Source: an optimization exercise on an open RTL-to-GDS flow (aim: small area). Production flows keep margins and buffers that such runs may drop.
At most, simulation tests tie the RTL to the original design; equivalence was not proved.
Function not checked in runs 2, 3 and 5: the RTL went through the layout flow alone.
No activity file was given, so power comes from the tool's default toggle rates.

==> flow/design.v <==
module bcd_to_led7seg(
    input       [3:0] bcd,           
    output reg  [7:0] led7seg_ca     
    );
    always @(bcd) begin
        case (bcd)
            4'd0:   led7seg_ca = 8'b11000000;
            4'd1:   led7seg_ca = 8'b11111001;
            4'd2:   led7seg_ca = 8'b10100100;
            4'd3:   led7seg_ca = 8'b10110000;
            4'd4:   led7seg_ca = 8'b10011001;
            4'd5:   led7seg_ca = 8'b10010010;
            4'd6:   led7seg_ca = 8'b10000010;
            4'd7:   led7seg_ca = 8'b11111000;
            4'd8:   led7seg_ca = 8'b10000000;
            4'd9:   led7seg_ca = 8'b10010000;
            default:led7seg_ca = 8'b11111111;
        endcase
    end 
endmodule
module clk_divider #(
    parameter   input_clk_freq  = 100_000_000,       
    parameter   output_clk_freq = 10                 
)(
    input       clk,
    input       rst_n,                               
    output      clk_10Hz,                            
    output      tick                                 
);
    reg         clk_10Hz_temp;
    integer     count;
    localparam  integer half_cycle = input_clk_freq / output_clk_freq / 2 - 1;
    always @(posedge clk) begin
        if (~rst_n) begin
            clk_10Hz_temp <= 0;
            count <= 0;
        end else if (count == half_cycle) begin
            clk_10Hz_temp <= ~clk_10Hz_temp;
            count <= 0;
        end else
            count <= count + 1;
    end
    assign clk_10Hz = clk_10Hz_temp;
    assign tick     = (count == half_cycle) && ~clk_10Hz_temp;
endmodule
module digits(
    input               clk,
    input               rst_n,         
    input               en,            
    output reg [3:0]    dig_0,
    output reg [3:0]    dig_1,
    output reg [3:0]    dig_2,
    output reg [3:0]    dig_3
);
    always @(posedge clk)
        if (~rst_n)
            dig_0 <= 0;
        else if (en) begin
            if (dig_0 == 9)
                dig_0 <= 0;
            else
                dig_0 <= dig_0 + 1;
        end
    always @(posedge clk)
        if (~rst_n)
            dig_1 <= 0;
        else if (en && dig_0 == 9) begin
            if (dig_1 == 9)
                dig_1 <= 0;
            else
                dig_1 <= dig_1 + 1;
        end
    always @(posedge clk)
        if (~rst_n)
            dig_2 <= 0;
        else if (en && dig_1 == 9 && dig_0 == 9) begin
            if (dig_2 == 9)
                dig_2 <= 0;
            else
                dig_2 <= dig_2 + 1;
        end
    always @(posedge clk)
        if (~rst_n)
            dig_3 <= 0;
        else if (en && dig_2 == 9 && dig_1 == 9 && dig_0 == 9) begin
            if (dig_3 == 9)
                dig_3 <= 0;
            else
                dig_3 <= dig_3 + 1;
        end
endmodule
module gen_eninput_pulse #(
    parameter   input_clk_freq  = 100_000_000,       
    parameter   output_clk_freq = 10,                
    parameter   en_on_count     = 1000,              
    parameter   en_off_count    = 1500               
)(
    input       clk,
    input       rst_n,                               
    input       clk_10Hz,                            
    output      en_input                             
);
    reg         en_input_r;
    integer     count;
    always @(posedge clk)
        if (~rst_n) begin
            count <= 0;
            en_input_r <= 0;
        end else if (clk_10Hz) begin
            count <= count + 1;
            if (count == en_on_count)
                en_input_r <= 1;
            else if (count == en_off_count)
                en_input_r <= 0;
        end else begin
            count <= 0;
            en_input_r <= 0;
        end
    assign en_input = en_input_r;
endmodule
module gen_pulse #(
    parameter   setup_time      = 200,       
    parameter   pulse_duration  = 200        
)(
    input wire  clk,                         
    input wire  rst_n,                       
    input wire  toggle,
    output wire pulse
);
    localparam  [1:0]   IDLE    = 2'b00,
                        LOW     = 2'b01,
                        HIGH    = 2'b10,
                        WAIT    = 2'b11;
    reg [1:0]   state;
    integer     count;
    reg         pulse_r;
    assign pulse = pulse_r;
    always @(posedge clk) begin
        if (~rst_n) begin
            state       <= IDLE;
            count       <= 0;
            pulse_r     <= 0;
        end else
        case (state)
            IDLE: begin                              
                if (toggle) begin
                    state       <= LOW;
                    pulse_r     <= 0;
                    count       <= 0;
                end
            end
            LOW: begin                               
                if (count == setup_time - 3) begin   
                    state       <= HIGH;
                    pulse_r     <= 1;
                    count       <= 0;
                end else begin
                    count       <= count + 1;
                end
            end
            HIGH: begin                              
                if (count == pulse_duration - 1) begin
                    state       <= WAIT;
                    pulse_r     <= 0;
                    count       <= 0;
                end else begin
                    count       <= count + 1;
                end
            end
            WAIT: begin                              
                if (~toggle) begin
                    state   <= IDLE;
                end
            end
        endcase
    end
endmodule
module hc595_driver #(
    parameter   N = 8,                       
    parameter   setup_time      = 200,       
    parameter   pulse_duration  = 200        
)(
    input wire  clk,                         
    input wire  rst_n,                       
    input wire  en_input,                    
    input wire  [N-1:0] data_in,             
    output wire RDY,                         
    output wire SRCLK,                       
    output wire RCLK,                        
    output wire SER                          
);
    localparam  [1:0]   IDLE    = 2'b00,     
                        SHIFT   = 2'b01,
                        LATCH   = 2'b10;
    localparam  [1:0]   PUSH    = 2'b00,     
                        TGL_ON  = 2'b01,
                        TGL_OFF = 2'b10,
                        CHECK   = 2'b11;
    reg [1:0]   state;
    reg [1:0]   sub_state;
    reg [4:0]   count;
    reg [N:0]   shift;
    reg         SRCLK_toggle_r;
    reg         RCLK_toggle_r;
    reg         RDY_r;
    wire        SRCLK_toggle;
    wire        RCLK_toggle;
    assign SRCLK_toggle = SRCLK_toggle_r;
    assign RCLK_toggle  = RCLK_toggle_r;
    assign RDY          = RDY_r;
    assign SER          = shift[N];
    gen_pulse #(.setup_time(setup_time), .pulse_duration(pulse_duration)) SRCLK_gen (
        .clk            (clk),
        .rst_n          (rst_n),
        .toggle         (SRCLK_toggle),
        .pulse          (SRCLK)
    );
    gen_pulse #(.setup_time(setup_time), .pulse_duration(pulse_duration)) RCLK_gen (
        .clk            (clk),
        .rst_n          (rst_n),
        .toggle         (RCLK_toggle),
        .pulse          (RCLK)
    );
    always @(posedge clk) begin
        if (~rst_n) begin
            state           <= IDLE;
            sub_state       <= PUSH;
            count           <= 0;
            shift           <= 0;
            SRCLK_toggle_r  <= 0;
            RCLK_toggle_r   <= 0;
            RDY_r           <= 1;
        end else
        case (state)
            IDLE: begin                                  
                if (en_input) begin
                    state           <= SHIFT;
                    sub_state       <= PUSH;
                    shift[N-1:0]    <= data_in;
                    count           <= 0;
                    RDY_r           <= 0;
                    SRCLK_toggle_r  <= 0;
                    RCLK_toggle_r   <= 0;
                end else begin
                    state           <= IDLE;
                    sub_state       <= PUSH;
                    count           <= 0;
                    RDY_r           <= 1;
                    SRCLK_toggle_r  <= 0;
                    RCLK_toggle_r   <= 0;
                end
            end
            SHIFT: begin                                 
                case (sub_state)
                    PUSH: begin                          
                        sub_state           <= TGL_ON;
                        shift               <= {shift[N-1:0], 1'b0};
                    end
                    TGL_ON: begin                        
                        sub_state           <= TGL_OFF;
                        SRCLK_toggle_r      <= 1;
                    end
                    TGL_OFF: begin                       
                        if (SRCLK == 1) begin
                            sub_state       <= CHECK;
                            SRCLK_toggle_r  <= 0;
                        end
                    end
                    CHECK: begin                         
                        if (SRCLK == 0) begin
                            if (count == N-1) begin
                                state       <= LATCH;
                                sub_state   <= TGL_ON;
                                count       <= 0;
                            end else begin
                                sub_state   <= PUSH;
                                count       <= count + 1;
                            end
                        end
                    end
                endcase
            end
            LATCH: begin                                 
                case (sub_state)
                    TGL_ON: begin                        
                        sub_state           <= TGL_OFF;
                        RCLK_toggle_r       <= 1;
                    end
                    TGL_OFF: begin                       
                        if (RCLK == 1) begin
                            sub_state       <= CHECK;
                            RCLK_toggle_r   <= 0;
                        end
                    end
                    CHECK: begin                         
                        if (RCLK == 0) begin
                            state           <= IDLE;
                            sub_state       <= PUSH;
                            RDY_r           <= 1;
                        end
                    end
                endcase
            end
            default: begin
                state           <= IDLE;
                sub_state       <= PUSH;
                RDY_r           <= 1;
            end
        endcase
    end
endmodule
module top #(
    parameter   input_clk_freq  = 100_000_000,       
    parameter   output_clk_freq = 100_000,           
    parameter   en_on_count     = 100,               
    parameter   en_off_count    = 150,               
    parameter   hc595_setup     = 8,                 
    parameter   hc595_pulse     = 8                  
)(
    input   clk,
    input   rst_n,                                   
    output  SRCLK,
    output  RCLK,
    output  SER
);
    wire        clk_10Hz;
    wire        tick_10Hz;
    wire        en_input;
    wire [3:0]  dig_0_bcd;
    wire [3:0]  dig_1_bcd;
    wire [3:0]  dig_2_bcd;
    wire [3:0]  dig_3_bcd;
    wire [7:0]  dig_0_7seg;
    wire [7:0]  dig_1_7seg;
    wire [7:0]  dig_2_7seg;
    wire [7:0]  dig_3_7seg;
    clk_divider #(
        .input_clk_freq (input_clk_freq),
        .output_clk_freq(output_clk_freq)
    ) clk_10Hz_gen(
        .clk        (clk),
        .rst_n      (rst_n),
        .clk_10Hz   (clk_10Hz),
        .tick       (tick_10Hz)
    );
    gen_eninput_pulse #(
        .input_clk_freq (input_clk_freq),
        .output_clk_freq(output_clk_freq),
        .en_on_count    (en_on_count),
        .en_off_count   (en_off_count)
    ) eninput_pulse_gen(
        .clk        (clk),
        .rst_n      (rst_n),
        .clk_10Hz   (clk_10Hz),
        .en_input   (en_input)
    );
    digits digs(
        .clk        (clk),
        .rst_n      (rst_n),
        .en         (tick_10Hz),
        .dig_0      (dig_0_bcd),
        .dig_1      (dig_1_bcd),
        .dig_2      (dig_2_bcd),
        .dig_3      (dig_3_bcd)
    );
    bcd_to_led7seg DIGIT_0(
        .bcd        (dig_0_bcd),
        .led7seg_ca (dig_0_7seg)
    );
    bcd_to_led7seg DIGIT_1(
        .bcd        (dig_1_bcd),
        .led7seg_ca (dig_1_7seg)
    );
    bcd_to_led7seg DIGIT_2(
        .bcd        (dig_2_bcd),
        .led7seg_ca (dig_2_7seg)
    );
    bcd_to_led7seg DIGIT_3(
        .bcd        (dig_3_bcd),
        .led7seg_ca (dig_3_7seg)
    );
    hc595_driver #(
        .N              (32),
        .setup_time     (hc595_setup),
        .pulse_duration (hc595_pulse)
    ) hc595_controller(
        .clk        (clk),
        .rst_n      (rst_n),
        .en_input   (en_input),
        .data_in    ({dig_0_7seg, dig_1_7seg, dig_2_7seg, dig_3_7seg}),
        .RDY        (),
        .SRCLK      (SRCLK),
        .RCLK       (RCLK),
        .SER        (SER)
    );
endmodule
==> flow/run.sh <==
#!/bin/bash
# synth_recipe.tcl (not shown) runs the flow's synth.tcl, then flattens the netlist and writes it again
# the make line also repeats each setting of config.mk as NAME=value (left out here)
make -C /OpenROAD-flow-scripts/flow DESIGN_CONFIG=/design/flow/config.mk WORK_HOME=/design/flow/orfs CLKGATE_MAP_FILE= SYNTH_SCRIPT=/design/flow/synth_recipe.tcl finish
==> flow/config.mk <==
export PLATFORM = sky130hd
export DESIGN_NAME = top
export DESIGN_NICKNAME = top
export VERILOG_FILES = /design/flow/design.v
export SDC_FILE = /design/flow/constraint.sdc
export NUM_CORES = 4
export LEC_CHECK = 0
export CAP_MARGIN = 20
export CORE_MARGIN = 2
export CORE_UTILIZATION = 40
export SLEW_MARGIN = 20
==> flow/constraint.sdc <==
create_clock -name core_clock -period 10.0 [get_ports {clk}]
set_input_delay 2.0000 -clock core_clock [delete_from_list [all_inputs] [get_ports {clk}]]
set_output_delay 2.0000 -clock core_clock [all_outputs]
set_load 0.01 [all_outputs]
==> results of run 1 <==
-- cell type report --
cell class / instances / area, µm² / share of cell area, %
clock buffers: 29 / 703.2 / 5.430
multi-input cells: 1051 / 6681 / 51.59
repair buffers: 13 / 122.6 / 0.9469
clock inverters: 19 / 264.0 / 2.039
inverters: 57 / 214.0 / 1.652
flip-flops and latches: 224 / 4484 / 34.63
well taps: 384 / 480.5 / 3.710
-- kinds of logic (layout without fill, tap and decap cells) --
logic type | after synthesis | after routing | synth area share, %
simple gates | 619 | 619 | 26.67
mux | 53 | 53 | 4.720
fa+ha+maj | 48 | 48 | 5.196
compound gates | 226 | 226 | 12.88
flops | 224 | 224 | 38.80
buf+inv | 114 | 118 | 3.778
xor+xnor | 105 | 105 | 7.956
-- metal layers --
| metal | routed length [µm] | part of all wire, % | global-route usage, % | up-vias |
|---|---|---|---|---|
| li1 | - | - | - | 4875 |
| met1 | 11920 | 50 | 22.07 | 4376 |
| met2 | 10400 | 44 | 26.03 | 129 |
| met3 | 880 | 3.7 | 2.253 | 30 |
| met4 | 470 | 2.0 | 4.132 | 0 |
| met5 | 0 | 0 | 0 | - |
-- sequential cells by signal, summed over array words and instances, names as in the netlist, 2 cells and up --
register,flops
clk_10Hz_gen.count,32
hc595_controller.shift,33
digs.dig_0,4
eninput_pulse_gen.count,32
DIGIT_2.led7seg_ca,7
hc595_controller.sub_state,2
DIGIT_0.led7seg_ca,7
hc595_controller.SRCLK_gen.state,2
hc595_controller.count,5
hc595_controller.SRCLK_gen.count,32
DIGIT_1.led7seg_ca,7
hc595_controller.state,2
DIGIT_3.led7seg_ca,7
hc595_controller.RCLK_gen.count,32
digs.dig_2,4
digs.dig_1,4
hc595_controller.RCLK_gen.state,2
digs.dig_3,4
-- worst max-delay path by stage --
stage | from | endpoint | cells past startpoint
finish | digs.dig_1[3] | DIGIT_2.led7seg_ca[3] | 12
global route | digs.dig_1[3] | DIGIT_2.led7seg_ca[0] | 12
CTS | digs.dig_1[3] | DIGIT_2.led7seg_ca[3] | 12
detailed placement | rst_n | DIGIT_2.led7seg_ca[3] | 11
global placement | rst_n | DIGIT_2.led7seg_ca[0] | 11
floorplan | rst_n | DIGIT_0.led7seg_ca[5] | 9
-- worst register-to-register path, stage by stage, from the launching register on --
cell,delay (ns)
dfxtp_1,0.64
nor2b_1,0.38
nand4_1,0.50
nor3_1,0.79
mux2i_1,0.21
nor2_1,0.22
inv_1,0.11
ha_1,0.25
nor3_1,0.15
a21oi_1,0.05
nand2b_1,0.15
o221ai_1,0.12
a21oi_1,0.10
-- power groups by stage --
stage               clock (mW)  combinational [mW]  sequential, mW
floorplan                    0              0.0404           0.917
global placement             0              0.0528           0.918
detailed placement           0              0.0526           0.918
CTS                       1.08              0.0531           0.898
global route              1.12              0.0628           0.898
finish                    1.05              0.0546           0.898
-- placed cells by master, fill, tap and decap left out, types with 4 or more instances in the layout --
cell type,count
dfxtp_1,224
nor2_1,210
nand2_1,123
nand3_1,71
a21oi_1,60
xor2_1,59
inv_1,55
mux2i_1,50
ha_1,47
xnor2_1,46
o21ai_0,41
nor4_1,38
a211oi_1,33
nand4_1,31
nor3_1,30
clkbuf_16,27
and3_1,16
a31oi_1,14
or3_1,13
nand2b_1,13
nor2b_1,12
and4_1,10
o21a_1,9
o31ai_1,8
and2_1,8
buf_4,8
clkinv_2,7
nand3b_1,6
a22oi_1,6
bufinv_16,6
a21boi_0,5
nor4b_1,5
nor4_2,4
nor3_2,4
a32oi_1,4
or4_1,4
o221a_2,4
-- metrics by stage --
step / cells / instance area (µm²) / power, mW / util [%]
CTS: 1777 / 12930 / 2.035 / 45.31
global placement: 1728 / 11940 / 0.9705 / 41.83
finish: 1777 / 12950 / 2.005 / 45.36
global route: 1777 / 12950 / 2.081 / 45.36
floorplan: 1389 / 11560 / 0.9574 / -
detailed placement: 1729 / 11970 / 0.9704 / 41.92
==> impl_metrics.py, run 1 <==
metrics = {
    "pwr": {
        "switching_power_mw": 0.4303,
        "pwr-share-seq_pct": 44.8,
        "p_per_area_nw_per_um2": 154.8,
        "internal-power_mw": 1.575,
        "p_leak_nw": 4.340,
        "combinationalPowerShare_pct": 2.7,
        "peakVddDrop_mv": 0.1501,
        "pwr-share-clk_pct": 52.5,
        "netSwitchingFraction_pct": 21.46,
    },
    "cells_and_area": {
        "drive_gt1_share_pct": 7.251,
        "nNetsFinal": 1423,
        "antenna_cells": 0,
        "fillers": 2837,
        "area_delta_synth_final_pct": 12.04,
    },
    "timing": {
        "final.period_utilization_pct": 38.10,
        "slew_viol_final": 0,
        "max_freq_ghz": 0.2624,
        "setup_ws_ns": 6.190,
        "worst_pin_slew_ns": 1.086,
        "final_hold_viol_count": 0,
        "layout_min_cycle_time_ns": 3.810,
        "finalSetupTns_ns": 0,
        "fin_hold_ws_ns": 0.4382,
        "max_slew_margin_pct": 27.48,
        "fin_worst_skew_ns": 0.009618,
        "finalSetupViolations": 0,
        "rsz0062_at_grt": "false",
    },
    "global_route": {
        "antenna_found_initial": 0,
        "grt_overflow": 0,
        "grt_pass1_vias": 8981,
        "grt_max_degree": 54,
        "grt.total_usage_pct": 15.92,
        "grt_pass1_wl_um": 42210,
    },
    "setup_path": {
        "r2r_slack_ns": 6.19,
        "crit_arrival_ns": 4.21,
        "path_buf_inv": 1,
        "slowest_stage": "nor3_1",
        "slowest_delay_ns": 0.79,
        "reg2reg_depth": 12,
        "critPathTopFamily": "simple AND/OR/NAND/NOR gates",
        "cp-end-kind": "flip-flop",
        "rr_endpoint": "DIGIT_2.led7seg_ca[3]",
        "r2r_start": "digs.dig_1[3]",
        "worst-setup-path-type": "reg -> reg",
        "critPathLaunchType": "flip-flop",
        "cp_data_required_time_ns": 10.40,
        "cp_cell_sequence": "nor2b_1 -> nand4_1 -> nor3_1 -> mux2i_1 -> nor2_1 -> inv_1 -> ha_1 -> nor3_1 -> a21oi_1 -> nand2b_1 -> o221ai_1 -> a21oi_1",
        "cp_max_fo": 16,
    },
    "detailed_routing": {
        "routed_wl_um": 23680,
        "drc": 0,
        "firstDrtPassIters": 5,
        "wl_per_cell_um": 13.32,
        "antenna_left": 0,
        "num_vias": 9410,
        "viasPerCell": 5.295,
        "detail_route.iter0.violations": 587,
    },
    "floorplanning": {
        "start_util_pct": 40.49,
        "rows": 62,
        "io_pins": 5,
        "die_area_um2": 30270,
        "die_x_um": 174.0,
        "core_area_um2": 28550,
        "die_h_um": 174.0,
    },
    "logic_synthesis": {
        "syn_nets": 1439,
        "syn_area_um2": 11560,
        "synth.avg_cell_area_um2": 8.322,
        "netlist_instances": 1389,
        "ys_ff_latch": 224,
        "yosysTopAreaCell": "dfxtp_1",
        "synth.distinct_cells": 73,
        "ys_warn_count": 6,
        "ys_top_cells_by_count": "224 x dfxtp_1, 211 x nor2_1, 124 x nand2_1, 71 x nand3_1, 60 x a21oi_1",
        "synth_area_leaders": "dfxtp_1 39%, nor2_1 6.9%, ha_1 5.2%",
        "yosys.cell_count.top_type": "dfxtp_1",
        "yosysTopAreaCellShare_pct": 38.80,
        "synth_edf_count": 0,
        "synth_ff_type": "dfxtp_1",
        "synthArstFlopShare_pct": 0,
        "ys_seq_area_share_pct": 38.80,
    },
    "min_path": {
        "hold_end": "clk_10Hz_gen.count[0]",
        "hold_start": "clk_10Hz_gen.count[0]",
        "min_path_type": "reg -> reg",
        "whs_path_depth": 1,
    },
    "status": {
        "status": "timing/DRC/antenna clean",
    },
    "cts": {
        "cts_tree": "done",
        "ctsRootBufferMaster": "clkbuf_16",
        "cts_hold_buf": 0,
        "htreeDepth": 1,
        "cts_resized": 0,
        "clkTransAtPathRegs_ns": 0.06,
        "cts_setup_buffers": 0,
        "cts.path.max_buffers": 3,
        "clock_sinks": 224,
        "numCtsBuffers": 26,
        "clock_latency_ns": 0.53,
    },
    "placed_design": {
        "gp_congestion": 0.8315,
        "io_buffers": 4,
        "post-place-ws_ns": 5.738,
        "hpwl_um": 16030,
    },
    "flow_run": {
        "drv_cap": 0,
    },
}
==> inputs of run 2 (changes only) <==
==> flow/design.v (replaced) <==
module top (
    input   clk,
    input   rst_n,
    output  SRCLK,
    output  RCLK,
    output  SER
);
    reg [4:0]  p;
    reg [5:0]  q;
    reg        first;
    reg [3:0]  r0, r1, r2, r3;
    reg        c;
    reg        ser_r;
    wire jump = q[5] & q[4] & q[2] & q[1] & q[0]   
              & p[3] & ~p[2] & ~p[1] & p[0];
    wire wrap = (p[4] & p[0]) | jump;              
    always @(posedge clk) begin
        if (~rst_n) begin
            p     <= 5'd1;
            q     <= 6'd22;
            first <= 1'b1;
        end else begin
            p     <= wrap ? 5'd0 : p + 5'd1;
            if (wrap) q <= jump ? 6'd0 : q + 6'd1;
            if (jump) first <= 1'b0;
        end
    end
    wire [1:0] ph  = {p[1] ^ q[0], p[0]};          
    wire       h9  = r0[3] & r0[0];                
    reg [3:0] inc;
    always @(*)
        if (first)     inc = 4'd0;
        else if (!c)   inc = r0;
        else if (h9)   inc = 4'd0;
        else           inc = r0 + 4'd1;
    always @(posedge clk) begin
        r0 <= r1;
        r1 <= r2;
        r2 <= r3;
        r3 <= inc;
        c  <= jump | (c & h9 & (ph != 2'd3));
    end
    localparam [127:0] SEGBIT = 128'hffffffffffff09011f4149990d259f03;
    always @(posedge clk)
        if (ph == q[4:3]) ser_r <= SEGBIT[{r0, q[2:0]}];
    assign SER   = ser_r;
    assign SRCLK = ~first & ~q[5] & ~p[4] & p[3];
    assign RCLK  = ~first & (q == 6'd32) & ~p[4] & (p[3] ^ (p[2] & p[1] & p[0]));
endmodule
--- a/flow/config.mk
+++ b/flow/config.mk
@@ -5,7 +5,10 @@
 export SDC_FILE = /design/flow/constraint.sdc
 export NUM_CORES = 4
 export LEC_CHECK = 0
+export ABC_AREA = 1
 export CAP_MARGIN = 20
 export CORE_MARGIN = 2
 export CORE_UTILIZATION = 40
+export CTS_CLUSTER_DIAMETER = 500
+export CTS_CLUSTER_SIZE = 50
 export SLEW_MARGIN = 20
==> run 2 against run 1 <==
Effect of this change: sequential cell count shrank 194; clock power shrank 91%; non-clock buffer count shrank 9; largest power group is now registers; hold slack lost 0.12 ns; count of clock-buffer cells in the layout shrank 24; global-route usage shrank 1.2 points; clock skew grew 0.0039 ns.
==> impl_metrics.py, run 2 <==
metrics = {
    "placed_design": {
        "post-place-ws_ns": 6.315,
        "place_inst": 204,
        "hpwl_um": 1689,
        "io_buffers": 4,
        "gp_congestion": 0.8874,
        "placed_area_um2": 1363,
    },
    "cts": {
        "cts_hold_buf": 0,
        "cts_tree": "done",
        "htreeDepth": 2,
        "ctsRootBufferMaster": "clkbuf_4",
        "clock_sinks": 30,
        "cts_resized": 0,
        "cts.path.max_buffers": 2,
        "clock_latency_ns": 0.32,
        "numCtsBuffers": 5,
        "clkTransAtPathRegs_ns": 0.10,
        "cts_setup_buffers": 0,
    },
    "detailed_routing": {
        "routed_wl_um": 2316,
        "viasPerCell": 4.627,
        "num_vias": 981,
        "wl_per_cell_um": 10.92,
        "firstDrtPassIters": 4,
        "antenna_left": 0,
        "detail_route.iter0.violations": 52,
        "drc": 0,
    },
    "floorplanning": {
        "die_area_um2": 3665,
        "rows": 20,
        "core_area_um2": 3053,
        "start_util_pct": 41.89,
        "die_h_um": 60.54,
        "die_x_um": 60.54,
        "io_pins": 5,
    },
    "timing": {
        "max_slew_margin_pct": 75.95,
        "layout_min_cycle_time_ns": 4.096,
        "setup_ws_ns": 5.904,
        "max_freq_ghz": 0.2441,
        "finalSetupViolations": 0,
        "finalSetupTns_ns": 0,
        "fin_worst_skew_ns": 0.01352,
        "fin_hold_ws_ns": 0.3164,
        "slew_viol_final": 0,
        "worst_pin_slew_ns": 0.3569,
        "rsz0062_at_grt": "false",
        "final.period_utilization_pct": 40.96,
        "final_hold_viol_count": 0,
    },
    "cells_and_area": {
        "largest_reg_flops": 6,
        "seq_area_um2": 610.6,
        "fillers": 314,
        "drive_gt1_share_pct": 8.333,
        "area_delta_synth_final_pct": 12.62,
        "multiInputGateArea_um2": 570.5,
        "fin_util_pct": 47.17,
        "nNetsFinal": 175,
        "regMostFlops": "q",
        "layout.cells.non_filler": 212,
        "finalInstanceArea_um2": 1440,
        "reg.largest.list": "q x6, p x5",
        "antenna_cells": 0,
        "final_cell_mix": "32 x nand2_1, 29 x dfxtp_1, 23 x inv_1",
        "layout_commonest_cell": "nand2_1",
    },
    "logic_synthesis": {
        "yosysTopAreaCellShare_pct": 45.40,
        "synth_edf_count": 1,
        "ys_warn_count": 1,
        "yosys.cell_count.top_type": "nand2_1",
        "ys_seq_area_share_pct": 47.75,
        "synthArstFlopShare_pct": 0,
        "ys_ff_latch": 30,
        "ys_top_cells_by_count": "32 x nand2_1, 29 x dfxtp_1, 23 x inv_1, 19 x nor2_1, 10 x nand3_1",
        "synth.distinct_cells": 22,
        "syn_area_um2": 1279,
        "synth.avg_cell_area_um2": 8.145,
        "synth_ff_type": "dfxtp_1",
        "yosysTopAreaCell": "dfxtp_1",
        "synth_area_leaders": "dfxtp_1 45%, nand2_1 9.4%, inv_1 6.8%",
        "netlist_instances": 157,
        "syn_nets": 165,
    },
    "global_route": {
        "grt_pass1_vias": 927,
        "grt_pass1_wl_um": 3898,
        "grt.total_usage_pct": 14.73,
        "grt_max_degree": 11,
        "antenna_found_initial": 0,
        "grt_overflow": 0,
    },
    "setup_path": {
        "reg2reg_depth": 7,
        "slowest_delay_ns": 0.57,
        "r2r_slack_ns": 8.36,
        "cp_data_required_time_ns": 8.00,
        "cp_max_fo": 6,
        "crit_start": "q[0]",
        "critPathLaunchType": "flip-flop",
        "crit_arrival_ns": 2.10,
        "cp-end-kind": "primary output",
        "cp_cell_sequence": "inv_1 -> ha_1 -> inv_1 -> nor3_1 -> nand4_1 -> nor3_1 -> clkdlybuf4s50_1",
        "r2r_start": "q[0]",
        "worst-setup-path-type": "reg -> out",
        "slowest_stage": "clkdlybuf4s50_1",
        "rr_endpoint": "ser_r",
        "endpoint": "RCLK",
    },
    "pwr": {
        "combinationalPowerShare_pct": 3.6,
        "pwr-share-clk_pct": 41.3,
        "p_leak_nw": 0.6560,
        "netSwitchingFraction_pct": 21.05,
        "power.total_mw": 0.2244,
        "pwr-share-seq_pct": 55.2,
        "p_per_area_nw_per_um2": 155.8,
        "peakVddDrop_mv": 0.08430,
        "internal-power_mw": 0.1772,
        "switching_power_mw": 0.04725,
    },
    "status": {
        "status": "timing/DRC/antenna clean",
    },
    "flow_run": {
        "drv_cap": 0,
    },
    "min_path": {
        "min_path_type": "reg -> reg",
    },
}
[run 2: changes by cell type after synthesis, moves of 44 or more]
cell     previous run  this run
dfxtp_1           224        29
nor2_1            211        19
nand2_1           124        32
nand3_1            71        10
a21oi_1            60         5
xor2_1             59         6
mux2i_1            50         0
xnor2_1            46         2
[run 2: how the worst min path moves through the flow]
stage | startpoint | end | cells past startpoint
2_1_floorplan | r1[0] | r0[0] | 0
3_3_place_gp | r2[1] | r1[1] | 0
3_5_place_dp | r3[1] | r2[1] | 0
4_1_cts | r3[3] | r2[3] | 0
5_1_grt | r1[0] | r0[0] | 0
6_report | r3[3] | r2[3] | 0
[run 2: power groups by stage]
stage	sequential, mW	clock, mW	combinational, mW
floorplan	0.126	0	0.00605
global placement	0.127	0	0.00804
detailed placement	0.127	0	0.00801
CTS	0.124	0.0958	0.00811
global route	0.124	0.102	0.00943
finish	0.124	0.0926	0.00802
[run 2: worst max-delay path, delay by kind of cell, from the launching register on]
family,cells,cell delay (ns)
flip-flops,1,0.39
AND/OR/NAND/NOR,3,0.46
buffers and inverters,3,0.78
adder cells (fa/ha/maj),1,0.15
[run 2: cell type report]
class	count	area share (%)
Tap cell	44	3.823
Multi-Input combinational cell	103	39.62
Clock inverter	3	2.780
Sequential cell	30	42.40
Timing Repair Buffer	4	2.780
Clock buffer	5	2.606
Inverter	23	5.995
[run 2: layer usage]
metal / GRT usage, % / wire length (µm)
met1: 18.35 / 1150
met2: 22.83 / 1051
met3: 5.117 / 95
met4: 7.143 / 19
met5: 0 / 0
[run 2: cell families (layout without fill, tap and decap cells)]
family / Yosys count / in the layout / share of synthesized area, %
AO/OA/AOI/OAI: 16 / 16 / 7.730
AND/OR/NAND/NOR: 73 / 73 / 25.54
buffers and inverters: 24 / 35 / 7.632
flip-flops: 30 / 30 / 47.75
XOR/XNOR: 8 / 8 / 5.480
adder cells (fa/ha/maj): 6 / 6 / 5.871
==> inputs of run 3 (changes only) <==
--- a/flow/config.mk
+++ b/flow/config.mk
@@ -5,7 +5,6 @@
 export SDC_FILE = /design/flow/constraint.sdc
 export NUM_CORES = 4
 export LEC_CHECK = 0
-export ABC_AREA = 1
 export CAP_MARGIN = 20
 export CORE_MARGIN = 2
 export CORE_UTILIZATION = 40
==> run 3 against run 2 <==
Effect of this change: still clean on timing, DRC and antenna; hold slack gained 0.015 ns; core utilization shrank 0.68 points; worst setup slack gained 0.024 ns; cell area shrank 2.3%; clock power shrank 12%; power shrank 5.4%; routed wire length shrank 7.5%; sequential share of layout area grew 0.98 points; combinational power shrank 13%; largest cell class is now multi-input combinational cells.
==> impl_metrics.py, run 3 <==
metrics = {
    "status": {
        "status": "timing/DRC/antenna clean",
    },
    "timing": {
        "finalSetupViolations": 0,
        "worst_pin_slew_ns": 0.4708,
        "slew_viol_final": 0,
        "rsz0062_at_grt": "false",
        "layout_min_cycle_time_ns": 4.073,
        "max_slew_margin_pct": 68.57,
        "fin_worst_skew_ns": 0.006577,
        "final_hold_viol_count": 0,
        "fin_hold_ws_ns": 0.3315,
        "setup_ws_ns": 5.927,
        "final.period_utilization_pct": 40.73,
        "finalSetupTns_ns": 0,
        "max_freq_ghz": 0.2455,
    },
    "setup_path": {
        "cp_cell_sequence": "or4_1 -> nor4_1 -> clkdlybuf4s50_1",
        "cp_max_fo": 11,
        "cp_data_required_time_ns": 8.00,
        "critPathTopFamily": "simple AND/OR/NAND/NOR gates",
        "r2r_start": "q[0]",
        "path_buf_inv": 1,
        "crit_arrival_ns": 2.07,
        "slowest_delay_ns": 0.59,
        "worst-setup-path-type": "reg -> out",
        "slowest_stage": "clkdlybuf4s50_1",
        "cp-end-kind": "primary output",
        "critPathLaunchType": "flip-flop",
        "crit_start": "q[2]",
    },
    "logic_synthesis": {
        "yosysTopAreaCellShare_pct": 45.62,
        "synth.avg_cell_area_um2": 9.714,
        "ys_ff_latch": 30,
        "syn_nets": 139,
        "yosysTopAreaCell": "dfxtp_1",
        "synth.distinct_cells": 40,
        "synth_edf_count": 1,
        "ys_top_cells_by_count": "29 x dfxtp_1, 12 x nand2_1, 8 x o21ai_0",
        "synth_ff_type": "dfxtp_1",
        "ys_seq_area_share_pct": 47.98,
        "netlist_instances": 131,
        "synthArstFlopShare_pct": 0,
        "ys_warn_count": 1,
        "synth_area_leaders": "dfxtp_1 46%, ha_1 5.9%, xor2_1 4.8%",
        "syn_area_um2": 1272,
        "yosys.cell_count.top_type": "dfxtp_1",
    },
    "cts": {
        "numCtsBuffers": 5,
        "clkTransAtPathRegs_ns": 0.09,
        "htreeDepth": 2,
        "ctsRootBufferMaster": "clkbuf_4",
        "clock_latency_ns": 0.32,
        "cts_hold_buf": 0,
        "cts.path.max_buffers": 2,
        "clock_sinks": 30,
        "cts_setup_buffers": 0,
        "cts_resized": 0,
        "cts_tree": "done",
    },
    "global_route": {
        "grt_max_degree": 16,
        "grt_overflow": 0,
        "grt_pass1_vias": 834,
        "grt.total_usage_pct": 14.44,
        "grt_pass1_wl_um": 3815,
        "antenna_found_initial": 0,
    },
    "pwr": {
        "p_per_area_nw_per_um2": 150.8,
        "power.total_mw": 0.2122,
        "peakVddDrop_mv": 0.07389,
        "p_leak_nw": 0.5622,
    },
    "detailed_routing": {
        "wl_per_cell_um": 11.77,
        "top_layer": "met4",
        "detail_route.iter0.violations": 15,
        "viasPerCell": 4.896,
        "wl_met2_um": 893,
        "firstDrtPassIters": 4,
        "routed_wl_um": 2143,
        "drc": 0,
        "routedLengthMet1_um": 1130,
        "num_vias": 891,
        "wl_met3_um": 103,
        "antenna_left": 0,
    },
    "cells_and_area": {
        "regMostFlops": "q",
        "final_cell_mix": "29 x dfxtp_1, 12 x nand2_1, 8 x o21ai_0",
        "layout_commonest_cell": "dfxtp_1",
        "area_delta_synth_final_pct": 10.62,
        "drive_gt1_share_pct": 7.246,
        "antenna_cells": 0,
        "fillers": 298,
        "nNetsFinal": 145,
        "largest_reg_flops": 6,
        "fin_util_pct": 46.49,
        "reg.largest.list": "q x6, p x5",
    },
    "floorplanning": {
        "core_area_um2": 3028,
        "io_pins": 5,
        "die_x_um": 60.40,
        "rows": 20,
        "die_area_um2": 3648,
        "die_h_um": 60.40,
        "start_util_pct": 42.02,
    },
    "placed_design": {
        "post-place-ws_ns": 6.265,
        "hpwl_um": 1471,
        "io_buffers": 4,
        "gp_congestion": 0.8173,
    },
    "min_path": {
        "min_path_type": "reg -> reg",
        "hold_start": "r1[1]",
    },
    "flow_run": {
        "drv_cap": 0,
    },
}
-- run 3: cell count changes in the layout (fill, tap and decap cells not counted), moves of 3 or more --
| cell | previous run | this run |
|---|---|---|
| nor2_1 | 19 | 7 |
| nor2b_1 | 0 | 3 |
| o211ai_1 | 4 | 0 |
| nor3_1 | 5 | 1 |
| o21ai_0 | 4 | 8 |
| nand3_1 | 10 | 5 |
| nand2b_1 | 0 | 4 |
| mux2i_1 | 0 | 3 |
| nand2_1 | 32 | 12 |
| inv_1 | 23 | 4 |
-- run 3: cell families after synthesis --
family,Yosys count,share of synthesized area [%]
compound gates,23,11.21
xor+xnor,9,6.195
fa+ha+maj,6,5.900
buf+inv,9,3.539
flops,30,47.98
mux,4,3.245
simple gates,50,21.93
-- run 3: power breakdown --
group          internal, mW  switching, mW
Combinational       0.00351        0.00344
Sequential            0.122        0.00215
Clock                0.0430         0.0384
-- run 3: worst register-to-register path: stages (launching register included) --
cell and delay, ns:
dfxtp_1 0.48, inv_1 0.13, ha_1 0.28, or3b_2 0.46, a21oi_1 0.17, a211o_1 0.12
nand3_1 0.07
-- run 3: final timing paths --
kind	endpoint	slack, ns	cells past startpoint
worst max register to register	ser_r	8.05	6
worst max-delay path	RCLK	5.93	3
worst min-delay path	r0[1]	0.33	0
worst min register to register	r0[1]	0.33	0
-- run 3: metrics by stage --
step	area [µm²]	cells
final	1408	182
after global routing	1408	182
after CTS	1408	182
after detailed placement	1338	174
after global placement	1338	174
after floorplan	1272	131
-- run 3: layout make-up --
| type | count | area, µm² | area share, % |
|---|---|---|---|
| Multi-Input combinational cell | 92 | 616.8 | 43.82 |
| Sequential cell | 30 | 610.6 | 43.38 |
| Clock buffer | 8 | 70.07 | 4.978 |
| Tap cell | 44 | 55.05 | 3.911 |
| Timing Repair Buffer | 4 | 40.04 | 2.844 |
| Inverter | 4 | 15.01 | 1.067 |
-- run 3: routing by layer --
| metal | up-vias | global-route usage, % |
|---|---|---|
| met5 | - | 0 |
| met4 | 0 | 5.714 |
| met3 | 2 | 5.757 |
| met2 | 21 | 19.25 |
| met1 | 399 | 20.72 |
| li1 | 469 | - |
==> inputs of run 4 (changes only) <==
--- a/flow/design.v
+++ b/flow/design.v
@@ -11,9 +11,8 @@
     reg [3:0]  r0, r1, r2, r3;
     reg        c;
     reg        ser_r;
-    wire jump = q[5] & q[4] & q[2] & q[1] & q[0]   
-              & p[3] & ~p[2] & ~p[1] & p[0];
-    wire wrap = (p[4] & p[0]) | jump;              
+    wire jump = (q == 6'd55) && (p == 5'd9);       
+    wire wrap = (p == 5'd17) || jump;              
     always @(posedge clk) begin
         if (~rst_n) begin
             p     <= 5'd1;
@@ -45,5 +44,5 @@
         if (ph == q[4:3]) ser_r <= SEGBIT[{r0, q[2:0]}];
     assign SER   = ser_r;
     assign SRCLK = ~first & ~q[5] & ~p[4] & p[3];
-    assign RCLK  = ~first & (q == 6'd32) & ~p[4] & (p[3] ^ (p[2] & p[1] & p[0]));
+    assign RCLK  = ~first & (q == 6'd32) & (p >= 5'd7) & (p <= 5'd14);
 endmodule
--- a/flow/config.mk
+++ b/flow/config.mk
@@ -8,6 +8,4 @@
 export CAP_MARGIN = 20
 export CORE_MARGIN = 2
 export CORE_UTILIZATION = 40
-export CTS_CLUSTER_DIAMETER = 500
-export CTS_CLUSTER_SIZE = 50
 export SLEW_MARGIN = 20
==> run 4 against run 3 <==
Effect of this change: critical endpoint unchanged; count of clock-buffer cells in the layout decreased by 2; cell count increased by 1.1%; area after synthesis increased by 1.3%; register-to-register slack improved by 0.06 ns; die area increased by 1.2%.
==> impl_metrics.py, run 4 <==
metrics = {
    "status": {
        "status": "timing/DRC/antenna clean",
    },
    "global_route": {
        "antenna_found_initial": 0,
        "grt_pass1_vias": 877,
        "grt_max_degree": 16,
        "grt_overflow": 0,
        "grt.total_usage_pct": 14.79,
        "grt_pass1_wl_um": 3822,
    },
    "cts": {
        "clock_sinks": 30,
        "cts_setup_buffers": 0,
        "clock_latency_ns": 0.33,
        "cts_tree": "done",
        "htreeDepth": 2,
        "clkTransAtPathRegs_ns": 0.10,
        "numCtsBuffers": 5,
        "cts_resized": 0,
        "ctsRootBufferMaster": "clkbuf_4",
        "cts_hold_buf": 0,
        "cts.path.max_buffers": 2,
    },
    "timing": {
        "worst_pin_slew_ns": 0.5467,
        "max_freq_ghz": 0.2336,
        "finalSetupViolations": 0,
        "slew_viol_final": 0,
        "fin_hold_ws_ns": 0.3293,
        "final.period_utilization_pct": 42.81,
        "rsz0062_at_grt": "false",
        "max_slew_margin_pct": 63.51,
        "fin_worst_skew_ns": 0.01034,
        "finalSetupTns_ns": 0,
        "final_hold_viol_count": 0,
        "layout_min_cycle_time_ns": 4.281,
    },
    "setup_path": {
        "crit_arrival_ns": 2.28,
        "cp-end-kind": "primary output",
        "cp_common_cell": "a21oi_1",
        "critPathTopFamily": "buffers and inverters",
        "r2r_slack_ns": 8.11,
        "cp_max_fo": 8,
        "worst-setup-path-type": "reg -> out",
        "critPathLaunchType": "flip-flop",
        "cp_cell_sequence": "ha_1 -> a21oi_1 -> or3b_2 -> a21oi_1 -> clkdlybuf4s50_1",
        "path_buf_inv": 1,
        "slowest_delay_ns": 0.55,
        "slowest_stage": "clkdlybuf4s50_1",
        "cp_data_required_time_ns": 8.00,
    },
    "detailed_routing": {
        "firstDrtPassIters": 4,
        "wl_met2_um": 1003,
        "viasPerCell": 4.978,
        "detail_route.iter0.violations": 38,
        "top_layer": "met4",
        "num_vias": 916,
        "antenna_left": 0,
        "routed_wl_um": 2270,
        "wl_met3_um": 96,
        "routedLengthMet1_um": 1129,
        "wl_per_cell_um": 12.34,
        "drc": 0,
    },
    "floorplanning": {
        "core_area_um2": 3053,
        "die_area_um2": 3692,
        "die_x_um": 60.76,
        "start_util_pct": 42.21,
        "die_h_um": 60.76,
        "io_pins": 5,
        "rows": 20,
    },
    "cells_and_area": {
        "antenna_cells": 0,
        "area_delta_synth_final_pct": 10.29,
        "largest_reg_flops": 6,
        "final_cell_mix": "29 x dfxtp_1, 15 x nor2_1, 9 x a21oi_1, 9 x xor2_1, 9 x ha_1",
        "regMostFlops": "q",
        "finalInstanceArea_um2": 1421,
        "drive_gt1_share_pct": 8.571,
        "fillers": 307,
        "nNetsFinal": 150,
        "reg.largest.list": "q x6, p x5",
        "layout_commonest_cell": "dfxtp_1",
    },
    "pwr": {
        "peakVddDrop_mv": 0.08089,
        "p_per_area_nw_per_um2": 146.7,
        "p_leak_nw": 0.5368,
    },
    "logic_synthesis": {
        "synth.avg_cell_area_um2": 9.763,
        "yosysTopAreaCellShare_pct": 45.05,
        "synth_ff_type": "dfxtp_1",
        "ys_warn_count": 1,
        "ys_top_cells_by_count": "29 x dfxtp_1, 15 x nor2_1, 9 x a21oi_1, 9 x ha_1, 9 x xor2_1",
        "ys_ff_latch": 30,
        "synth_edf_count": 1,
        "synth.distinct_cells": 32,
        "ys_seq_area_share_pct": 47.38,
        "yosysTopAreaCell": "dfxtp_1",
        "netlist_instances": 132,
        "syn_area_um2": 1289,
        "yosys.cell_count.top_type": "dfxtp_1",
        "synth_area_leaders": "dfxtp_1 45%, ha_1 8.7%, xor2_1 6.1%",
        "syn_nets": 143,
        "synthArstFlopShare_pct": 0,
    },
    "min_path": {
        "min_path_type": "reg -> reg",
    },
    "placed_design": {
        "placed_area_um2": 1358,
        "gp_congestion": 0.7963,
        "io_buffers": 4,
        "hpwl_um": 1560,
    },
    "flow_run": {
        "drv_cap": 0,
    },
}
==> run 4: changes by cell type after synthesis, sizes merged, moves of 3 or more <==
| cell | previous run | this run |
|---|---|---|
| nor2 | 7 | 15 |
| nor2b | 3 | 0 |
| ha | 6 | 9 |
| nand2 | 12 | 8 |
| nand2b | 4 | 1 |
| nor3 | 1 | 5 |
| and2 | 3 | 0 |
| nand4b | 0 | 4 |
| clkbuf | 3 | 0 |
==> run 4: cell families (layout without fill, tap and decap cells) <==
kind of cell / after synthesis / after routing / synth area share (%)
simple gates: 47 / 47 / 20.19
buf+inv: 10 / 18 / 3.786
xor+xnor: 12 / 12 / 8.156
mux: 2 / 2 / 1.650
flops: 30 / 30 / 47.38
fa+ha+maj: 9 / 9 / 8.738
compound gates: 22 / 22 / 10.10
==> run 4: worst reg2reg max path, stage by stage, from the launching register on <==
cell,delay [ns]
dfxtp_1,0.49
inv_1,0.13
ha_1,0.39
a21oi_1,0.16
a21oi_1,0.06
a221o_1,0.37
a22oi_1,0.17
==> run 4: routing by layer <==
| metal | vias to the layer above | track usage [%] |
|---|---|---|
| met5 | - | 0 |
| met4 | 0 | 7.453 |
| met3 | 4 | 7.676 |
| met2 | 13 | 22.43 |
| met1 | 419 | 17.11 |
| li1 | 480 | - |
==> run 4: layout make-up <==
class / count / area (µm²) / share of cell area, %
clock buffers: 6 / 51.30 / 3.609
clock inverters: 2 / 12.51 / 0.8803
inverters: 6 / 22.52 / 1.585
multi-input cells: 92 / 629.4 / 44.28
flip-flops and latches: 30 / 610.6 / 42.96
well taps: 44 / 55.05 / 3.873
repair buffers: 4 / 40.04 / 2.817
==> run 4: path summary, 6_finish.rpt <==
path / startpoint / endpoint / cells past startpoint
setup / recovery: p[0] / RCLK / 5
hold / removal: r1[3] / r0[3] / 0
setup reg to reg: q[0] / ser_r / 6
hold reg to reg: r1[3] / r0[3] / 0
==> run 4: power by group <==
group	leakage (nW)	switching [mW]	internal [mW]
sequential	0.244	0.00318	0.122
clock	0.0343	0.0411	0.0337
combinational	0.259	0.00400	0.00467
total	0.537	0.0483	0.160
==> run 4: stage by stage <==
step                      total power, mW  setup slack (ns)  utilization (%)  cells
after floorplan                    0.1336             6.634                -    132
after global placement             0.1361             6.144            44.47    176
final                              0.2085             5.719            46.56    184
after CTS                          0.2123             5.689            46.56    184
after detailed placement           0.1363             6.099            44.47    176
after global routing               0.2202             5.591            46.56    184
==> inputs of run 5 (changes only) <==
==> flow/design.v (replaced) <==
module top (
    input   clk,
    input   rst_n,
    output  SRCLK,
    output  RCLK,
    output  SER
);
    reg [4:0]  p;
    reg [5:0]  q;
    reg        first;
    reg [3:0]  r0, r1, r2, r3;
    reg        c;
    reg        ser_r;
    wire jump = q[5] & q[4] & q[2] & q[1] & q[0]   
              & p[3] & ~p[2] & ~p[1] & p[0];
    wire wrap = (p[4] & p[0]) | jump;              
    always @(posedge clk) begin
        if (~rst_n) begin
            p     <= 5'd1;
            q     <= 6'd22;
            first <= 1'b1;
        end else begin
            p     <= wrap ? 5'd0 : p + 5'd1;
            if (wrap) q <= jump ? 6'd0 : q + 6'd1;
            if (jump) first <= 1'b0;
        end
    end
    wire [1:0] ph  = {p[1] ^ q[0], p[0]};          
    wire       h9  = (r0[0] & r0[3]);    
    wire [3:0] nxt;                               
    assign nxt[0] = (~r0[0]);
    assign nxt[1] = (r0[0] & ~r0[1] & ~r0[3]) | (~r0[0] & r0[1]);
    assign nxt[2] = (r0[0] & r0[1] & ~r0[2]) | (~r0[1] & r0[2]) | (~r0[0] & r0[2]);
    assign nxt[3] = (~r0[0] & r0[3]) | (r0[0] & r0[1] & r0[2]);
    wire [3:0] inc = first ? 4'd0 : (c ? nxt : r0);
    wire       segbit = (~q[1] & ~q[2] & ~r0[1] & ~r0[2] & ~r0[3]) | (~q[0] & ~q[1] & r0[0] & ~r0[1] & ~r0[2] & ~r0[3]) | (q[0] & q[1] & r0[0] & ~r0[1] & ~r0[2] & ~r0[3]) | (~q[0] & ~q[2] & r0[1] & ~r0[2]) | (q[0] & ~q[1] & q[2] & ~r0[0] & r0[1] & ~r0[2]) | (~q[0] & ~q[1] & ~r0[0] & ~r0[1] & r0[2]) | (~q[0] & ~q[1] & ~q[2]) | (q[0] & q[1] & ~r0[0] & ~r0[1] & r0[2]) | (q[0] & q[1] & ~q[2] & r0[0]) | (~q[0] & q[1] & q[2] & r0[0] & ~r0[1] & r0[2]) | (~q[0] & q[1] & q[2] & ~r0[0] & r0[1] & r0[2]) | (~q[2] & r0[0] & r0[1] & r0[2]) | (~q[0] & ~q[1] & r0[0] & r0[1] & r0[2]) | (q[1] & ~q[2] & r0[0] & ~r0[2] & ~r0[3]);
    always @(posedge clk) begin
        r0 <= r1;
        r1 <= r2;
        r2 <= r3;
        r3 <= inc;
        c  <= jump | (c & h9 & (ph != 2'd3));
    end
    always @(posedge clk)
        if (ph == q[4:3]) ser_r <= segbit;
    assign SER   = ser_r;
    assign SRCLK = ~first & ~q[5] & ~p[4] & p[3];
    assign RCLK  = ~first & (q == 6'd32) & ~p[4] & (p[3] ^ (p[2] & p[1] & p[0]));
endmodule
==> run 5 against run 4 <==
Effect of this change: count of clock-buffer cells in the layout stayed put; still clean; fmax rose by 5.8%; hold slack improved by 0.0046 ns; critical endpoint unchanged; clock power hardly changed; core utilization is 1.5 points lower; clock skew decreased by 0.0063 ns; power grew 1.2%; via count fell by 5.5%; combinational power up 8.9%; critical path type unchanged; routed wire length shrank 4.2%; sequential cell count unchanged.
==> impl_metrics.py, run 5 <==
metrics = {
    "min_path": {
        "min_path_type": "reg -> reg",
        "hold_start": "r2[3]",
        "whs_path_depth": 0,
    },
    "cells_and_area": {
        "antenna_cells": 0,
        "drive_gt1_share_pct": 10.61,
        "regMostFlops": "q",
        "final_cell_mix": "29 x dfxtp_1, 10 x nor2_1, 8 x nand2_1",
        "nNetsFinal": 139,
        "layout_commonest_cell": "dfxtp_1",
        "largest_reg_flops": 6,
        "reg.largest.list": "q x6, p x5",
        "area_delta_synth_final_pct": 9.073,
        "finalInstanceArea_um2": 1354,
    },
    "setup_path": {
        "cp_cell_sequence": "inv_1 -> ha_1 -> nor2b_1 -> nand3_1 -> nor2_1 -> clkdlybuf4s50_1",
        "cp-end-kind": "primary output",
        "slowest_stage": "clkdlybuf4s50_1",
        "cp_max_fo": 6,
        "worst-setup-path-type": "reg -> out",
        "cp_data_required_time_ns": 8.00,
        "critPathLaunchType": "flip-flop",
        "reg2reg_depth": 6,
        "crit_start": "q[0]",
        "r2r_start": "q[0]",
        "crit_arrival_ns": 2.05,
        "slowest_delay_ns": 0.54,
    },
    "pwr": {
        "p_per_area_nw_per_um2": 155.9,
        "switching_power_mw": 0.04981,
        "pwr-share-clk_pct": 35.6,
        "peakVddDrop_mv": 0.08061,
        "combinationalPowerShare_pct": 4.5,
        "internal-power_mw": 0.1613,
        "p_leak_nw": 0.5318,
        "pwr-share-seq_pct": 59.9,
        "power.total_mw": 0.2111,
        "netSwitchingFraction_pct": 23.59,
    },
    "logic_synthesis": {
        "synth_ff_type": "dfxtp_1",
        "syn_area_um2": 1241,
        "synth_edf_count": 1,
        "synth.avg_cell_area_um2": 9.851,
        "yosys.cell_count.top_type": "dfxtp_1",
        "syn_nets": 134,
        "synth_area_leaders": "dfxtp_1 47%, ha_1 6.0%, xor2_1 4.9%",
        "ys_seq_area_share_pct": 49.19,
        "ys_warn_count": 1,
        "ys_ff_latch": 30,
        "ys_top_cells_by_count": "29 x dfxtp_1, 10 x nor2_1, 8 x nand2_1",
        "synthArstFlopShare_pct": 0,
        "yosysTopAreaCell": "dfxtp_1",
        "synth.distinct_cells": 34,
        "netlist_instances": 126,
        "yosysTopAreaCellShare_pct": 46.77,
    },
    "detailed_routing": {
        "drc": 0,
        "wl_per_cell_um": 13.18,
        "num_vias": 866,
        "routed_wl_um": 2174,
        "antenna_left": 0,
        "viasPerCell": 5.248,
        "firstDrtPassIters": 4,
        "detail_route.iter0.violations": 22,
    },
    "floorplanning": {
        "die_area_um2": 3565,
        "rows": 20,
        "io_pins": 5,
        "core_area_um2": 3003,
        "die_h_um": 59.71,
        "start_util_pct": 41.33,
        "die_x_um": 59.71,
    },
    "timing": {
        "finalSetupViolations": 0,
        "finalSetupTns_ns": 0,
        "worst_pin_slew_ns": 0.4273,
        "final.period_utilization_pct": 40.47,
        "max_slew_margin_pct": 71.39,
        "rsz0062_at_grt": "false",
        "max_freq_ghz": 0.2471,
        "final_hold_viol_count": 0,
        "layout_min_cycle_time_ns": 4.047,
        "slew_viol_final": 0,
        "fin_worst_skew_ns": 0.004078,
    },
    "status": {
        "status": "timing/DRC/antenna clean",
    },
    "cts": {
        "clock_latency_ns": 0.32,
        "ctsRootBufferMaster": "clkbuf_4",
        "clkTransAtPathRegs_ns": 0.10,
        "cts_hold_buf": 0,
        "htreeDepth": 2,
        "cts.path.max_buffers": 2,
        "cts_resized": 0,
        "cts_tree": "done",
        "numCtsBuffers": 5,
        "cts_setup_buffers": 0,
        "clock_sinks": 30,
    },
    "global_route": {
        "grt_pass1_vias": 812,
        "grt.total_usage_pct": 14.25,
        "antenna_found_initial": 0,
        "grt_pass1_wl_um": 3712,
        "grt_max_degree": 13,
        "grt_overflow": 0,
    },
    "placed_design": {
        "io_buffers": 4,
        "placed_area_um2": 1290,
        "hpwl_um": 1507,
        "gp_congestion": 0.7463,
    },
    "flow_run": {
        "drv_cap": 0,
    },
}
-- run 5: cell types whose count changed in the layout (fill, tap and decap cells not counted), moves of 2 or more --
cell      delta
a21oi_1      -2
nand3b_1     +3
and3_1       -2
a211oi_1     -2
ha_1         -3
nand4b_1     -4
nor2_1       -5
nand3_1      +3
xor2_1       -2
o211ai_1     +2
nand3_2      +2
-- run 5: cells by family (layout without fill, tap and decap cells) --
| family | count (synthesis) | count (layout) | synth area share (%) |
|---|---|---|---|
| xor gates and xnor gates | 11 | 11 | 7.762 |
| and+or+nand+nor | 45 | 45 | 21.37 |
| muxes | 1 | 1 | 0.8065 |
| adders and majority gates | 6 | 6 | 6.048 |
| buffers and inverters | 13 | 19 | 4.738 |
| AOI/OAI and AO/OA | 20 | 20 | 10.08 |
| DFF | 30 | 30 | 49.19 |
-- run 5: metal layers --
layer | track usage, % | vias up | share of wire (%)
li1 | - | 444 | -
met2 | 20.81 | 11 | 46
met3 | 5.195 | 2 | 3.3
met5 | 0 | - | 0
met1 | 18.89 | 409 | 50
met4 | 6.032 | 0 | 0.97
-- run 5: power by group through the flow --
stage | logic [mW] | clock network [mW] | registers, mW
after global routing | 0.0110 | 0.0829 | 0.127
after floorplan | 0.00809 | 0 | 0.128
final | 0.00944 | 0.0752 | 0.126
after global placement | 0.00922 | 0 | 0.129
after detailed placement | 0.00936 | 0 | 0.129
after CTS | 0.00946 | 0.0786 | 0.127
-- run 5: metrics by stage --
stage               instances  setup slack, ns  utilization, %  hold slack, ns
floorplan                 126            6.943               -          0.3096
global placement          157            6.387           42.96          0.3103
detailed placement        157            6.339           42.96          0.3121
CTS                       165            5.960           45.08          0.3338
global route              165            5.783           45.08          0.3372
finish                    165            5.953           45.08          0.3340
-- run 5: final cells by class --
cell class	instances	area, µm²
clock buffer	6	51.30
clock inverter	2	12.51
fill	295	1649
inverter	7	26.28
multi-input combinational	83	571.8
sequential	30	610.6
tap	33	41.29
timing repair buffer	4	40.04
-- run 5: path summary, 6_finish.rpt --
check / end / slack, ns
setup / recovery: RCLK / 5.95
hold / removal: r1[3] / 0.33
setup reg to reg: ser_r / 8.20
hold reg to reg: r1[3] / 0.33
-- run 5: worst max-delay path: cells and delay by family, from the launching register on --
kind / cells / cell delay [ns]
flip-flops: 1 / 0.40
adder cells (fa/ha/maj): 1 / 0.21
buffers and inverters: 2 / 0.67
AND/OR/NAND/NOR: 3 / 0.44

==> static timing again, ports no longer ideal <==
The results above use ideal ports. As a check the final layouts listed here were re-extracted and re-timed, cells and wires unchanged.
Step 1 assumes that a clkbuf_16 drives the clock port and a buf_2 every other input.
Step 2 adds t to the input delays and takes it off the output delays; t is the mean of the earliest and latest rising clock arrival at the registers after step 1. Input paths then give back, and output paths get back, about the clock's delay inside the block.
a / b / c = no drivers / after step 1 / after step 2; a / b = the first two.
run | t, ns | slack for setup (ns) | worst register clock-pin slew, ns | worst data-port slew with drivers (ns)
run 1 | 0.571 | 6.190 / 6.190 / 5.726 | 0.06 / 0.06 | 0.03
run 2 | 0.336 | 5.904 / 5.881 / 6.217 | 0.10 / 0.10 | 0.03
run 3 | 0.334 | 5.927 / 5.907 / 6.241 | 0.09 / 0.09 | 0.03
run 4 | 0.346 | 5.719 / 5.696 / 6.042 | 0.10 / 0.10 | 0.03
run 5 | 0.337 | 5.953 / 5.935 / 6.272 | 0.10 / 0.10 | 0.03
After both steps every run listed still meets setup and hold. For run 1, which loses most, drivers alone change the setup slack by 0.000 ns; drivers and shift together by -0.464 ns.
